Background: an optimization exercise with open tools, aiming at small area. Do not read the settings as production practice.
Only simulation tests tie the RTL to the original design; equivalence was not proved.
Power figures rest on the tool's default switching activity, not on a simulated workload.

==> flow/design.v (excerpt) <==
module digital_clock_lcd (
    input             clk,
    input             resetn,
    input             set_en,
    input      [11:0] set_year,
    input      [4:0]  set_month,
    input      [4:0]  set_day,
    input      [4:0]  set_hour,
    input      [5:0]  set_min,
    input      [5:0]  set_sec,
    output            lcd_e,
    output            lcd_rs,
    output            lcd_rw,
    output     [7:0]  lcd_data
);
    assign lcd_rw = 1'b0;
    reg [3:0] cb;
    reg [1:0] ca;
    wire cb9  = cb[3] & cb[0];
    wire tick = cb9 & ca[1] & ca[0];
    wire t0   = ~cb[3] & ~cb[2] & ~cb[1] & ~cb[0] & ~ca[1] & ~ca[0];
    always @(posedge clk or negedge resetn) begin
        if (!resetn) begin
            cb <= 4'd8; ca <= 2'd3;
        end else begin
            cb <= cb9 ? 4'd0 : cb + 4'd1;
            if (cb9) ca <= ca + 2'd1;
        end
    end
    assign lcd_e = ~ca[1] & ca[0];
    reg [7:0] sc;
    wire sc249 = sc[7] & sc[6] & sc[5] & sc[4] & sc[3] & ~sc[2] & sc[0];
    wire adv   = t0 & sc249;
    always @(posedge clk or negedge resetn) begin
        if (!resetn) sc <= 8'hff;
        else if (t0) sc <= sc249 ? 8'd0 : sc + 8'd1;
    end
    reg [11:0] year;
    reg [3:0]  month;
    reg [4:0]  day;
    reg [4:0]  hour;
    reg [5:0]  min;
    reg [5:0]  sec;
    reg [4:0] dim;
    always @* begin
        case (month)
            4'd4, 4'd6, 4'd9, 4'd11: dim = 5'd30;
            4'd2:                    dim = 5'd28;
            default:                 dim = 5'd31;
        endcase
    end
    always @(posedge clk or negedge resetn) begin
        if (!resetn) begin
            year  <= 12'd2024;
            month <= 4'd1;
            day   <= 5'd1;
  ...
For scale: ~630 cells after synthesis, roughly 4200 um^2 of cells after synthesis.
export LEC_CHECK = 0
export ABC_AREA = 1
export CAP_MARGIN = 20
export CORE_MARGIN = 2
export CORE_UTILIZATION = 40
export SLEW_MARGIN = 20
create_clock -name core_clock -period 12.0 [get_ports {clk}]
standard.sh (not shown) runs the stock make flow with config.mk's settings and CLKGATE_MAP_FILE= SYNTH_SCRIPT=/design/flow/synth_recipe.tcl, a recipe that flattens the netlist after the stock synthesis.
==> flow/flow/run.sh <==
#!/bin/bash
# Own layout flow: the standard synthesis, then an area re-mapping of the
# combinational logic (registers untouched), then the standard ORFS layout with
# small port buffers and a small clock tree.
set -euo pipefail
W=$(pwd)
R=$W/orfs/results/${FLOW_PLATFORM}/digital_clock_lcd/base
LIB=$FLOW_HOME/platforms/${FLOW_PLATFORM}/lib/sky130_fd_sc_hd__tt_025C_1v80.lib
YOSYS=$(command -v yosys || echo $FLOW_HOME/../tools/install/yosys/bin/yosys)

bash standard.sh synth > $W/log_synth.txt 2>&1
cp $R/1_2_yosys.v $W/synth_standard.v

sed -e "s#@LIB@#$LIB#g" -e "s#@IN@#$W/synth_standard.v#g" -e "s#@OUT@#$W/synth_reopt.v#g" \
    -e "s#@SCRIPT@#$W/flow/area.abc#g" -e "s#@TOP@#$FLOW_TOP#g" $W/flow/reopt.ys > $W/reopt.ys
$YOSYS -s $W/reopt.ys > $W/log_reopt.txt 2>&1
cp $W/synth_reopt.v $R/1_2_yosys.v
rm -f $R/1_synth.odb $R/1_synth.sdc

bash standard.sh \
  BUFFER_PORTS_ARGS="-buffer_cell sky130_fd_sc_hd__buf_1" \
  CTS_ARGS="-sink_clustering_enable -repair_clock_nets -dont_use_dummy_load -buf_list \"sky130_fd_sc_hd__clkbuf_4 sky130_fd_sc_hd__clkbuf_8\" -root_buf sky130_fd_sc_hd__clkbuf_8" \
  finish > $W/log_layout.txt 2>&1
==> flow/flow/area.abc <==
strash
&get -n
&deepsyn -T 40
&put
dch -f
map -a
topo
dnsize
==> flow/flow/reopt.ys <==
read_liberty -ignore_miss_func @LIB@
read_verilog @IN@
hierarchy -top @TOP@
setattr -mod -set keep_hierarchy 1 sky130_fd_sc_hd__df* sky130_fd_sc_hd__edf*
flatten
opt -purge
abc -script @SCRIPT@ -liberty @LIB@ -dont_use *probe* -dont_use *lpflow*
select @TOP@
opt_clean -purge
hilomap -singleton -hicell sky130_fd_sc_hd__conb_1 HI -locell sky130_fd_sc_hd__conb_1 LO
splitnets
opt_clean -purge
write_verilog -noattr -noexpr -nohex -nodec -selected @OUT@
The first run did not get past clock tree synthesis (4_1_cts) with STA-0564.
Change:
==> flow/run.sh (new file) <==
#!/bin/bash
# synth_recipe.tcl (not shown) runs the flow's synth.tcl, then flattens the netlist and writes it again
# the make line also repeats each setting of config.mk as NAME=value (left out here)
make -C /OpenROAD-flow-scripts/flow DESIGN_CONFIG=/design/flow/config.mk WORK_HOME=/design/flow/orfs CLKGATE_MAP_FILE= SYNTH_SCRIPT=/design/flow/synth_recipe.tcl finish
removed: flow/flow/run.sh
removed: flow/flow/area.abc
removed: flow/flow/reopt.ys
removed: flow/standard.sh
=> This time the run completed with no timing, DRC or antenna violations. Synthesized area is higher by 26%. Synthesized cell count is higher by 25%.
Change:
==> flow/flow/run.sh (new file) <==
#!/bin/bash
# Own layout flow: the standard synthesis, then an area re-mapping of the
# combinational logic (registers untouched), then the standard ORFS layout with
# small port buffers and a small clock tree.
set -euo pipefail
W=$(pwd)
R=$W/orfs/results/${FLOW_PLATFORM}/digital_clock_lcd/base
LIB=$FLOW_HOME/platforms/${FLOW_PLATFORM}/lib/sky130_fd_sc_hd__tt_025C_1v80.lib
YOSYS=$(command -v yosys || echo $FLOW_HOME/../tools/install/yosys/bin/yosys)

bash standard.sh synth > $W/log_synth.txt 2>&1
cp $R/1_2_yosys.v $W/synth_standard.v

sed -e "s#@LIB@#$LIB#g" -e "s#@IN@#$W/synth_standard.v#g" -e "s#@OUT@#$W/synth_reopt.v#g" \
    -e "s#@SCRIPT@#$W/flow/area.abc#g" -e "s#@TOP@#$FLOW_TOP#g" $W/flow/reopt.ys > $W/reopt.ys
$YOSYS -s $W/reopt.ys > $W/log_reopt.txt 2>&1
cp $W/synth_reopt.v $R/1_2_yosys.v
rm -f $R/1_synth.odb $R/1_synth.sdc

bash standard.sh \
  BUFFER_PORTS_ARGS="-buffer_cell sky130_fd_sc_hd__buf_1" \
  CTS_ARGS="-sink_clustering_enable -repair_clock_nets -dont_use_dummy_load -buf_list sky130_fd_sc_hd__clkbuf_4 -root_buf sky130_fd_sc_hd__clkbuf_8 -sink_clustering_size 10" \
  finish > $W/log_layout.txt 2>&1
==> flow/flow/area.abc (new file) <==
strash
&get -n
&deepsyn -T 40
&put
dch -f
map -a
topo
dnsize
==> flow/flow/reopt.ys (new file) <==
read_liberty -ignore_miss_func @LIB@
read_verilog @IN@
hierarchy -top @TOP@
setattr -mod -set keep_hierarchy 1 sky130_fd_sc_hd__df* sky130_fd_sc_hd__edf*
flatten
opt -purge
abc -script @SCRIPT@ -liberty @LIB@ -dont_use *probe* -dont_use *lpflow*
select @TOP@
opt_clean -purge
hilomap -singleton -hicell sky130_fd_sc_hd__conb_1 HI -locell sky130_fd_sc_hd__conb_1 LO
splitnets
opt_clean -purge
write_verilog -noattr -noexpr -nohex -nodec -selected @OUT@
==> flow/standard.sh (new file) <==
#!/bin/bash
# synth_recipe.tcl (not shown) runs the flow's synth.tcl, then flattens the netlist and writes it again
# the make line also repeats each setting of config.mk as NAME=value (left out here)
make -C /OpenROAD-flow-scripts/flow DESIGN_CONFIG=/design/flow/config.mk WORK_HOME=/design/flow/orfs CLKGATE_MAP_FILE= SYNTH_SCRIPT=/design/flow/synth_recipe.tcl "${@:-finish}"
removed: flow/run.sh
Critical path depth came out higher by 23.
Maximum frequency came out higher by about 1%.
Non-clock buffer count decreases by 2.
Hold slack degrades by 0.0059 ns.
Flip-flop and latch count stays the same.
First-iteration DRC count falls by 19%.
Clock skew is higher by 0.023 ns.
Global-route usage went up by 1.3 points.

========
digital_clock_lcd, a different RTL version from the one above (not shown whole).
Size in the first run: about 53 I/O pins.
clock: 12.0 ns
lec_check: 0
abc_area: 1
cap_margin: 20
core_margin: 2
core_utilization: 40
slew_margin: 20
==> flow/flow/run.sh <==
#!/bin/bash
# Own layout flow: the standard synthesis, then an area re-mapping of the
# combinational logic with ABC (registers untouched; several ABC scripts are
# tried and the smallest netlist is kept), then the standard ORFS layout with
# small port buffers and a small clock tree.
set -euo pipefail
W=$(pwd)
R=$W/orfs/results/${FLOW_PLATFORM}/digital_clock_lcd/base
LIB=$FLOW_HOME/platforms/${FLOW_PLATFORM}/lib/sky130_fd_sc_hd__tt_025C_1v80.lib
YOSYS=$(command -v yosys || echo $FLOW_HOME/../tools/install/yosys/bin/yosys)

bash standard.sh synth > $W/log_synth.txt 2>&1
cp $R/1_2_yosys.v $W/synth_standard.v

area_of() {
  $YOSYS -q -p "read_liberty -lib $LIB; read_verilog $1; hierarchy -top $FLOW_TOP; tee -q -o $1.stat stat -liberty $LIB" > /dev/null 2>&1 || return 1
  grep "Chip area" $1.stat | awk '{print $NF}'
}

for s in B D J N; do
  sed -e "s#@LIB@#$LIB#g" -e "s#@IN@#$W/synth_standard.v#g" -e "s#@OUT@#$W/synth_$s.v#g" \
      -e "s#@SCRIPT@#$W/flow/$s.abc#g" -e "s#@TOP@#$FLOW_TOP#g" $W/flow/reopt.ys > $W/reopt_$s.ys
  ( timeout 900 $YOSYS -s $W/reopt_$s.ys > $W/log_reopt_$s.txt 2>&1 || rm -f $W/synth_$s.v ) &
done
wait

best=$W/synth_standard.v
besta=$(area_of $best)
echo "standard $besta" > $W/log_pick.txt
for s in B D J N; do
  f=$W/synth_$s.v
  [[ -s $f ]] || { echo "$s failed" >> $W/log_pick.txt; continue; }
  a=$(area_of $f) || { echo "$s unreadable" >> $W/log_pick.txt; continue; }
  echo "$s $a" >> $W/log_pick.txt
  if awk -v a="$a" -v b="$besta" 'BEGIN{exit !(a < b)}'; then best=$f; besta=$a; fi
done
echo "picked $best $besta" >> $W/log_pick.txt

cp $best $R/1_2_yosys.v
rm -f $R/1_synth.odb $R/1_synth.sdc

bash standard.sh \
  BUFFER_PORTS_ARGS="-buffer_cell sky130_fd_sc_hd__buf_1" \
  CTS_ARGS="-sink_clustering_enable -repair_clock_nets -dont_use_dummy_load -buf_list sky130_fd_sc_hd__clkbuf_4 -root_buf sky130_fd_sc_hd__clkbuf_4 -sink_clustering_buffer sky130_fd_sc_hd__clkbuf_4 -sink_clustering_size 10" \
  finish > $W/log_layout.txt 2>&1
==> flow/flow/J.abc <==
strash
&get -n
&deepsyn -T 40 -S 7
&dch -f
&nf -R 1000 -a
&put
topo
dnsize
==> flow/flow/N.abc <==
strash
&get -n
&deepsyn -T 40
&dch -f
&nf -R 1000 -a -p
&put
topo
dnsize
Other scripts of this flow, unchanged in this note and not shown: flow/flow/B.abc, flow/flow/D.abc, flow/flow/reopt.ys
The starting point ran to the end with no violations.
Rerun with:
--- a/flow/flow/run.sh
+++ b/flow/flow/run.sh
@@ -9,4 +9,5 @@
 LIB=$FLOW_HOME/platforms/${FLOW_PLATFORM}/lib/sky130_fd_sc_hd__tt_025C_1v80.lib
 YOSYS=$(command -v yosys || echo $FLOW_HOME/../tools/install/yosys/bin/yosys)
+SCRIPTS="B D S1 S2 S3 S4 S5 S6"
 
 bash standard.sh synth > $W/log_synth.txt 2>&1
@@ -18,15 +19,16 @@
 }
 
-for s in B D J N; do
+for s in $SCRIPTS; do
   sed -e "s#@LIB@#$LIB#g" -e "s#@IN@#$W/synth_standard.v#g" -e "s#@OUT@#$W/synth_$s.v#g" \
       -e "s#@SCRIPT@#$W/flow/$s.abc#g" -e "s#@TOP@#$FLOW_TOP#g" $W/flow/reopt.ys > $W/reopt_$s.ys
-  ( timeout 900 $YOSYS -s $W/reopt_$s.ys > $W/log_reopt_$s.txt 2>&1 || rm -f $W/synth_$s.v ) &
 done
-wait
+export W YOSYS
+printf '%s\n' $SCRIPTS | xargs -P ${NUM_CORES:-4} -I{} bash -c \
+  'timeout 900 $YOSYS -s $W/reopt_{}.ys > $W/log_reopt_{}.txt 2>&1 || rm -f $W/synth_{}.v' || true
 
 best=$W/synth_standard.v
 besta=$(area_of $best)
 echo "standard $besta" > $W/log_pick.txt
-for s in B D J N; do
+for s in $SCRIPTS; do
   f=$W/synth_$s.v
   [[ -s $f ]] || { echo "$s failed" >> $W/log_pick.txt; continue; }
@@ -42,4 +44,4 @@
 bash standard.sh \
   BUFFER_PORTS_ARGS="-buffer_cell sky130_fd_sc_hd__buf_1" \
-  CTS_ARGS="-sink_clustering_enable -repair_clock_nets -dont_use_dummy_load -buf_list sky130_fd_sc_hd__clkbuf_4 -root_buf sky130_fd_sc_hd__clkbuf_4 -sink_clustering_buffer sky130_fd_sc_hd__clkbuf_4 -sink_clustering_size 10" \
+  CTS_ARGS="-sink_clustering_enable -repair_clock_nets -dont_use_dummy_load -buf_list sky130_fd_sc_hd__clkbuf_4 -root_buf sky130_fd_sc_hd__clkbuf_4 -sink_clustering_buffer sky130_fd_sc_hd__clkbuf_4 -sink_clustering_size 10 -sink_buffer_max_cap_derate 0.6" \
   finish > $W/log_layout.txt 2>&1
==> flow/flow/S1.abc (new file) <==
strash
&get -n
&deepsyn -T 40 -S 1
&dch -f
&nf -R 1000 -a
&put
topo
dnsize
==> flow/flow/S2.abc (new file) <==
strash
&get -n
&deepsyn -T 40 -S 2
&dch -f
&nf -R 1000 -a
&put
topo
dnsize
==> flow/flow/S3.abc (new file) <==
strash
&get -n
&deepsyn -T 40 -S 3
&dch -f
&nf -R 1000 -a
&put
topo
dnsize
==> flow/flow/S4.abc (new file) <==
strash
&get -n
&deepsyn -T 40 -S 4
&dch -f
&nf -R 1000 -a
&put
topo
dnsize
==> flow/flow/S5.abc (new file) <==
strash
&get -n
&deepsyn -T 40 -S 5
&dch -f
&nf -R 1000 -a
&put
topo
dnsize
==> flow/flow/S6.abc (new file) <==
strash
&get -n
&deepsyn -T 40 -S 6
&dch -f
&nf -R 1000 -a
&put
topo
dnsize
--- a/flow/config.mk
+++ b/flow/config.mk
@@ -9,4 +9,4 @@
 export CAP_MARGIN = 20
 export CORE_MARGIN = 2
-export CORE_UTILIZATION = 40
+export CORE_UTILIZATION = 60
 export SLEW_MARGIN = 20
removed: flow/flow/J.abc
removed: flow/flow/N.abc
=> Total power drops by 18%; via count went up by 2.2%; routed wire length went down by about 5%; maximum frequency increases by about 24%; non-clock buffer count falls by 1; worst hold slack is worse by 0.015 ns; worst setup slack is better by 1.5 ns; synthesized area shrinks by 1.1%; global-route usage goes up by 8.4 points.
Rerun with:
--- a/flow/flow/run.sh
+++ b/flow/flow/run.sh
@@ -9,5 +9,4 @@
 LIB=$FLOW_HOME/platforms/${FLOW_PLATFORM}/lib/sky130_fd_sc_hd__tt_025C_1v80.lib
 YOSYS=$(command -v yosys || echo $FLOW_HOME/../tools/install/yosys/bin/yosys)
-SCRIPTS="B D S1 S2 S3 S4 S5 S6"
 
 bash standard.sh synth > $W/log_synth.txt 2>&1
@@ -19,16 +18,15 @@
 }
 
-for s in $SCRIPTS; do
+for s in B D J N; do
   sed -e "s#@LIB@#$LIB#g" -e "s#@IN@#$W/synth_standard.v#g" -e "s#@OUT@#$W/synth_$s.v#g" \
       -e "s#@SCRIPT@#$W/flow/$s.abc#g" -e "s#@TOP@#$FLOW_TOP#g" $W/flow/reopt.ys > $W/reopt_$s.ys
+  ( timeout 900 $YOSYS -s $W/reopt_$s.ys > $W/log_reopt_$s.txt 2>&1 || rm -f $W/synth_$s.v ) &
 done
-export W YOSYS
-printf '%s\n' $SCRIPTS | xargs -P ${NUM_CORES:-4} -I{} bash -c \
-  'timeout 900 $YOSYS -s $W/reopt_{}.ys > $W/log_reopt_{}.txt 2>&1 || rm -f $W/synth_{}.v' || true
+wait
 
 best=$W/synth_standard.v
 besta=$(area_of $best)
 echo "standard $besta" > $W/log_pick.txt
-for s in $SCRIPTS; do
+for s in B D J N; do
   f=$W/synth_$s.v
   [[ -s $f ]] || { echo "$s failed" >> $W/log_pick.txt; continue; }
@@ -44,4 +42,4 @@
 bash standard.sh \
   BUFFER_PORTS_ARGS="-buffer_cell sky130_fd_sc_hd__buf_1" \
-  CTS_ARGS="-sink_clustering_enable -repair_clock_nets -dont_use_dummy_load -buf_list sky130_fd_sc_hd__clkbuf_4 -root_buf sky130_fd_sc_hd__clkbuf_4 -sink_clustering_buffer sky130_fd_sc_hd__clkbuf_4 -sink_clustering_size 10 -sink_buffer_max_cap_derate 0.6" \
+  CTS_ARGS="-sink_clustering_enable -repair_clock_nets -dont_use_dummy_load -buf_list sky130_fd_sc_hd__clkbuf_8 -root_buf sky130_fd_sc_hd__clkbuf_8 -sink_clustering_buffer sky130_fd_sc_hd__clkbuf_8 -sink_clustering_size 16" \
   finish > $W/log_layout.txt 2>&1
==> flow/flow/J.abc (new file) <==
strash
&get -n
&deepsyn -T 40 -S 7
&dch -f
&nf -R 1000 -a
&put
topo
dnsize
==> flow/flow/N.abc (new file) <==
strash
&get -n
&deepsyn -T 40
&dch -f
&nf -R 1000 -a -p
&put
topo
dnsize
--- a/flow/config.mk
+++ b/flow/config.mk
@@ -9,4 +9,4 @@
 export CAP_MARGIN = 20
 export CORE_MARGIN = 2
-export CORE_UTILIZATION = 60
+export CORE_UTILIZATION = 40
 export SLEW_MARGIN = 20
removed: flow/flow/S1.abc
removed: flow/flow/S2.abc
removed: flow/flow/S3.abc
removed: flow/flow/S4.abc
removed: flow/flow/S5.abc
removed: flow/flow/S6.abc
=> The changed run produced a clean layout; register-to-register slack got worse by 1.5 ns; synthesized cell count falls by 2.0%; utilization falls by 22 points; worst setup slack got worse by 1.5 ns; maximum frequency falls by 19%; sequential cell count is unchanged; power rises by about 30%; hold slack improved by 0.0061 ns.
Rerun with:
--- a/flow/flow/run.sh
+++ b/flow/flow/run.sh
@@ -9,4 +9,5 @@
 LIB=$FLOW_HOME/platforms/${FLOW_PLATFORM}/lib/sky130_fd_sc_hd__tt_025C_1v80.lib
 YOSYS=$(command -v yosys || echo $FLOW_HOME/../tools/install/yosys/bin/yosys)
+SCRIPTS="B D S1 S2 S3 S4 S5 S6"
 
 bash standard.sh synth > $W/log_synth.txt 2>&1
@@ -18,15 +19,16 @@
 }
 
-for s in B D J N; do
+for s in $SCRIPTS; do
   sed -e "s#@LIB@#$LIB#g" -e "s#@IN@#$W/synth_standard.v#g" -e "s#@OUT@#$W/synth_$s.v#g" \
       -e "s#@SCRIPT@#$W/flow/$s.abc#g" -e "s#@TOP@#$FLOW_TOP#g" $W/flow/reopt.ys > $W/reopt_$s.ys
-  ( timeout 900 $YOSYS -s $W/reopt_$s.ys > $W/log_reopt_$s.txt 2>&1 || rm -f $W/synth_$s.v ) &
 done
-wait
+export W YOSYS
+printf '%s\n' $SCRIPTS | xargs -P ${NUM_CORES:-4} -I{} bash -c \
+  'timeout 900 $YOSYS -s $W/reopt_{}.ys > $W/log_reopt_{}.txt 2>&1 || rm -f $W/synth_{}.v' || true
 
 best=$W/synth_standard.v
 besta=$(area_of $best)
 echo "standard $besta" > $W/log_pick.txt
-for s in B D J N; do
+for s in $SCRIPTS; do
   f=$W/synth_$s.v
   [[ -s $f ]] || { echo "$s failed" >> $W/log_pick.txt; continue; }
@@ -42,4 +44,4 @@
 bash standard.sh \
   BUFFER_PORTS_ARGS="-buffer_cell sky130_fd_sc_hd__buf_1" \
-  CTS_ARGS="-sink_clustering_enable -repair_clock_nets -dont_use_dummy_load -buf_list sky130_fd_sc_hd__clkbuf_8 -root_buf sky130_fd_sc_hd__clkbuf_8 -sink_clustering_buffer sky130_fd_sc_hd__clkbuf_8 -sink_clustering_size 16" \
+  CTS_ARGS="-sink_clustering_enable -repair_clock_nets -dont_use_dummy_load -buf_list sky130_fd_sc_hd__clkbuf_4 -root_buf sky130_fd_sc_hd__clkbuf_4 -sink_clustering_buffer sky130_fd_sc_hd__clkbuf_4 -sink_clustering_size 10" \
   finish > $W/log_layout.txt 2>&1
==> flow/flow/S1.abc (new file) <==
strash
&get -n
&deepsyn -T 40 -S 1
&dch -f
&nf -R 1000 -a
&put
topo
dnsize
==> flow/flow/S2.abc (new file) <==
strash
&get -n
&deepsyn -T 40 -S 2
&dch -f
&nf -R 1000 -a
&put
topo
dnsize
==> flow/flow/S3.abc (new file) <==
strash
&get -n
&deepsyn -T 40 -S 3
&dch -f
&nf -R 1000 -a
&put
topo
dnsize
==> flow/flow/S4.abc (new file) <==
strash
&get -n
&deepsyn -T 40 -S 4
&dch -f
&nf -R 1000 -a
&put
topo
dnsize
==> flow/flow/S5.abc (new file) <==
strash
&get -n
&deepsyn -T 40 -S 5
&dch -f
&nf -R 1000 -a
&put
topo
dnsize
==> flow/flow/S6.abc (new file) <==
strash
&get -n
&deepsyn -T 40 -S 6
&dch -f
&nf -R 1000 -a
&put
topo
dnsize
--- a/flow/config.mk
+++ b/flow/config.mk
@@ -9,4 +9,4 @@
 export CAP_MARGIN = 20
 export CORE_MARGIN = 2
-export CORE_UTILIZATION = 40
+export CORE_UTILIZATION = 60
 export SLEW_MARGIN = 20
removed: flow/flow/J.abc
removed: flow/flow/N.abc
Outcome: Synthesized cell count increases by 2.0%; sequential share of layout area came out higher by 1.4 points; critical path depth fell by 15; setup slack gets better by 1.5 ns; design area decreases by 3.9%; total power shrinks by 22%; via count rises by 2.1%.
Rerun with:
--- a/flow/flow/run.sh
+++ b/flow/flow/run.sh
@@ -9,5 +9,4 @@
 LIB=$FLOW_HOME/platforms/${FLOW_PLATFORM}/lib/sky130_fd_sc_hd__tt_025C_1v80.lib
 YOSYS=$(command -v yosys || echo $FLOW_HOME/../tools/install/yosys/bin/yosys)
-SCRIPTS="B D S1 S2 S3 S4 S5 S6"
 
 bash standard.sh synth > $W/log_synth.txt 2>&1
@@ -19,16 +18,15 @@
 }
 
-for s in $SCRIPTS; do
+for s in B D J N; do
   sed -e "s#@LIB@#$LIB#g" -e "s#@IN@#$W/synth_standard.v#g" -e "s#@OUT@#$W/synth_$s.v#g" \
       -e "s#@SCRIPT@#$W/flow/$s.abc#g" -e "s#@TOP@#$FLOW_TOP#g" $W/flow/reopt.ys > $W/reopt_$s.ys
+  ( timeout 900 $YOSYS -s $W/reopt_$s.ys > $W/log_reopt_$s.txt 2>&1 || rm -f $W/synth_$s.v ) &
 done
-export W YOSYS
-printf '%s\n' $SCRIPTS | xargs -P ${NUM_CORES:-4} -I{} bash -c \
-  'timeout 900 $YOSYS -s $W/reopt_{}.ys > $W/log_reopt_{}.txt 2>&1 || rm -f $W/synth_{}.v' || true
+wait
 
 best=$W/synth_standard.v
 besta=$(area_of $best)
 echo "standard $besta" > $W/log_pick.txt
-for s in $SCRIPTS; do
+for s in B D J N; do
   f=$W/synth_$s.v
   [[ -s $f ]] || { echo "$s failed" >> $W/log_pick.txt; continue; }
@@ -44,4 +42,4 @@
 bash standard.sh \
   BUFFER_PORTS_ARGS="-buffer_cell sky130_fd_sc_hd__buf_1" \
-  CTS_ARGS="-sink_clustering_enable -repair_clock_nets -dont_use_dummy_load -buf_list sky130_fd_sc_hd__clkbuf_4 -root_buf sky130_fd_sc_hd__clkbuf_4 -sink_clustering_buffer sky130_fd_sc_hd__clkbuf_4 -sink_clustering_size 10" \
+  CTS_ARGS="-sink_clustering_enable -repair_clock_nets -dont_use_dummy_load -buf_list sky130_fd_sc_hd__clkbuf_4 -root_buf sky130_fd_sc_hd__clkbuf_4 -sink_clustering_buffer sky130_fd_sc_hd__clkbuf_4 -sink_clustering_size 6 -sink_clustering_max_diameter 40" \
   finish > $W/log_layout.txt 2>&1
==> flow/flow/J.abc (new file) <==
strash
&get -n
&deepsyn -T 40 -S 7
&dch -f
&nf -R 1000 -a
&put
topo
dnsize
==> flow/flow/N.abc (new file) <==
strash
&get -n
&deepsyn -T 40
&dch -f
&nf -R 1000 -a -p
&put
topo
dnsize
--- a/flow/config.mk
+++ b/flow/config.mk
@@ -9,4 +9,4 @@
 export CAP_MARGIN = 20
 export CORE_MARGIN = 2
-export CORE_UTILIZATION = 60
+export CORE_UTILIZATION = 40
 export SLEW_MARGIN = 20
removed: flow/flow/S1.abc
removed: flow/flow/S2.abc
removed: flow/flow/S3.abc
removed: flow/flow/S4.abc
removed: flow/flow/S5.abc
removed: flow/flow/S6.abc
After rerunning:
- The changed run finished clean
- non-clock buffer count climbs by 1
- fmax decreases by 19%
- setup slack loses 1.5 ns
- global-route usage came out lower by 8.4 points
- wire length rose by 5.0%
- flip-flop and latch count is unchanged
- synthesized area went up by 1.1%
- total power increases by 22%
Rerun with:
--- a/flow/flow/run.sh
+++ b/flow/flow/run.sh
@@ -9,4 +9,5 @@
 LIB=$FLOW_HOME/platforms/${FLOW_PLATFORM}/lib/sky130_fd_sc_hd__tt_025C_1v80.lib
 YOSYS=$(command -v yosys || echo $FLOW_HOME/../tools/install/yosys/bin/yosys)
+SCRIPTS="B D S1 S2 S3 S4 S5 S6"
 
 bash standard.sh synth > $W/log_synth.txt 2>&1
@@ -18,15 +19,16 @@
 }
 
-for s in B D J N; do
+for s in $SCRIPTS; do
   sed -e "s#@LIB@#$LIB#g" -e "s#@IN@#$W/synth_standard.v#g" -e "s#@OUT@#$W/synth_$s.v#g" \
       -e "s#@SCRIPT@#$W/flow/$s.abc#g" -e "s#@TOP@#$FLOW_TOP#g" $W/flow/reopt.ys > $W/reopt_$s.ys
-  ( timeout 900 $YOSYS -s $W/reopt_$s.ys > $W/log_reopt_$s.txt 2>&1 || rm -f $W/synth_$s.v ) &
 done
-wait
+export W YOSYS
+printf '%s\n' $SCRIPTS | xargs -P ${NUM_CORES:-4} -I{} bash -c \
+  'timeout 900 $YOSYS -s $W/reopt_{}.ys > $W/log_reopt_{}.txt 2>&1 || rm -f $W/synth_{}.v' || true
 
 best=$W/synth_standard.v
 besta=$(area_of $best)
 echo "standard $besta" > $W/log_pick.txt
-for s in B D J N; do
+for s in $SCRIPTS; do
   f=$W/synth_$s.v
   [[ -s $f ]] || { echo "$s failed" >> $W/log_pick.txt; continue; }
@@ -42,4 +44,4 @@
 bash standard.sh \
   BUFFER_PORTS_ARGS="-buffer_cell sky130_fd_sc_hd__buf_1" \
-  CTS_ARGS="-sink_clustering_enable -repair_clock_nets -dont_use_dummy_load -buf_list sky130_fd_sc_hd__clkbuf_4 -root_buf sky130_fd_sc_hd__clkbuf_4 -sink_clustering_buffer sky130_fd_sc_hd__clkbuf_4 -sink_clustering_size 6 -sink_clustering_max_diameter 40" \
+  CTS_ARGS="-sink_clustering_enable -repair_clock_nets -dont_use_dummy_load -buf_list {sky130_fd_sc_hd__clkbuf_4 sky130_fd_sc_hd__clkbuf_8} -root_buf sky130_fd_sc_hd__clkbuf_4 -sink_clustering_buffer sky130_fd_sc_hd__clkbuf_4 -sink_clustering_size 10" \
   finish > $W/log_layout.txt 2>&1
==> flow/flow/S1.abc (new file) <==
strash
&get -n
&deepsyn -T 40 -S 1
&dch -f
&nf -R 1000 -a
&put
topo
dnsize
==> flow/flow/S2.abc (new file) <==
strash
&get -n
&deepsyn -T 40 -S 2
&dch -f
&nf -R 1000 -a
&put
topo
dnsize
==> flow/flow/S3.abc (new file) <==
strash
&get -n
&deepsyn -T 40 -S 3
&dch -f
&nf -R 1000 -a
&put
topo
dnsize
==> flow/flow/S4.abc (new file) <==
strash
&get -n
&deepsyn -T 40 -S 4
&dch -f
&nf -R 1000 -a
&put
topo
dnsize
==> flow/flow/S5.abc (new file) <==
strash
&get -n
&deepsyn -T 40 -S 5
&dch -f
&nf -R 1000 -a
&put
topo
dnsize
==> flow/flow/S6.abc (new file) <==
strash
&get -n
&deepsyn -T 40 -S 6
&dch -f
&nf -R 1000 -a
&put
topo
dnsize
--- a/flow/config.mk
+++ b/flow/config.mk
@@ -9,4 +9,4 @@
 export CAP_MARGIN = 20
 export CORE_MARGIN = 2
-export CORE_UTILIZATION = 40
+export CORE_UTILIZATION = 60
 export SLEW_MARGIN = 20
removed: flow/flow/J.abc
removed: flow/flow/N.abc
=> Clock skew is higher by 0.011 ns. Core utilization goes up by 22 points. Power came out lower by 18%. Worst setup slack gets better by 1.5 ns. Sequential share of layout area goes up by 1.0 points. Area after synthesis goes down by 1.1%. Via count went up by 2.2%. Non-clock buffer count fell by 1.

## what the ideal ports hide
Ports are ideal in the flow. The routed layouts listed here were re-timed in OpenROAD. Step 1, drivers: a clkbuf_16 drives clk and a buf_2 each remaining input, both assumed. Step 2 times the ports against the registers' clock, not the clock port: input delays grow and output delays shrink by t, the midpoint of the rising clock arrivals with the driver on. Three values: ideal ports, drivers, drivers and shift; two values: the first two.
| run | t (ns) | setup slack, ns | clock arrival spread, ns | pins driven straight from the clock port |
|---|---|---|---|---|
| the second run of note 1 | 0.376 | 5.640 / 5.658 / 5.282 | 0.006 / 0.007 | 1 |
| the third run of note 1 | 0.375 | 5.704 / 5.704 / 5.704 | 0.030 / 0.030 | 1 |
| the first run of note 2 | 0.426 | 3.990 / 3.990 / 3.990 | 0.036 / 0.037 | 1 |
| the second run of note 2 | 0.430 | 5.528 / 5.528 / 5.528 | 0.047 / 0.047 | 1 |
| the third run of note 2 | 0.370 | 3.979 / 3.979 / 3.979 | 0.019 / 0.019 | 1 |
| the fourth run of note 2 | 0.430 | 5.528 / 5.528 / 5.528 | 0.047 / 0.047 | 1 |
| the fifth run of note 2 | 0.426 | 3.990 / 3.990 / 3.990 | 0.036 / 0.037 | 1 |
| the sixth run of note 2 | 0.430 | 5.528 / 5.528 / 5.528 | 0.047 / 0.047 | 1 |
After both steps every run listed still meets setup and hold. For the second run of note 1, which loses most, drivers alone change the setup slack by +0.018 ns; drivers and shift together by -0.358 ns.
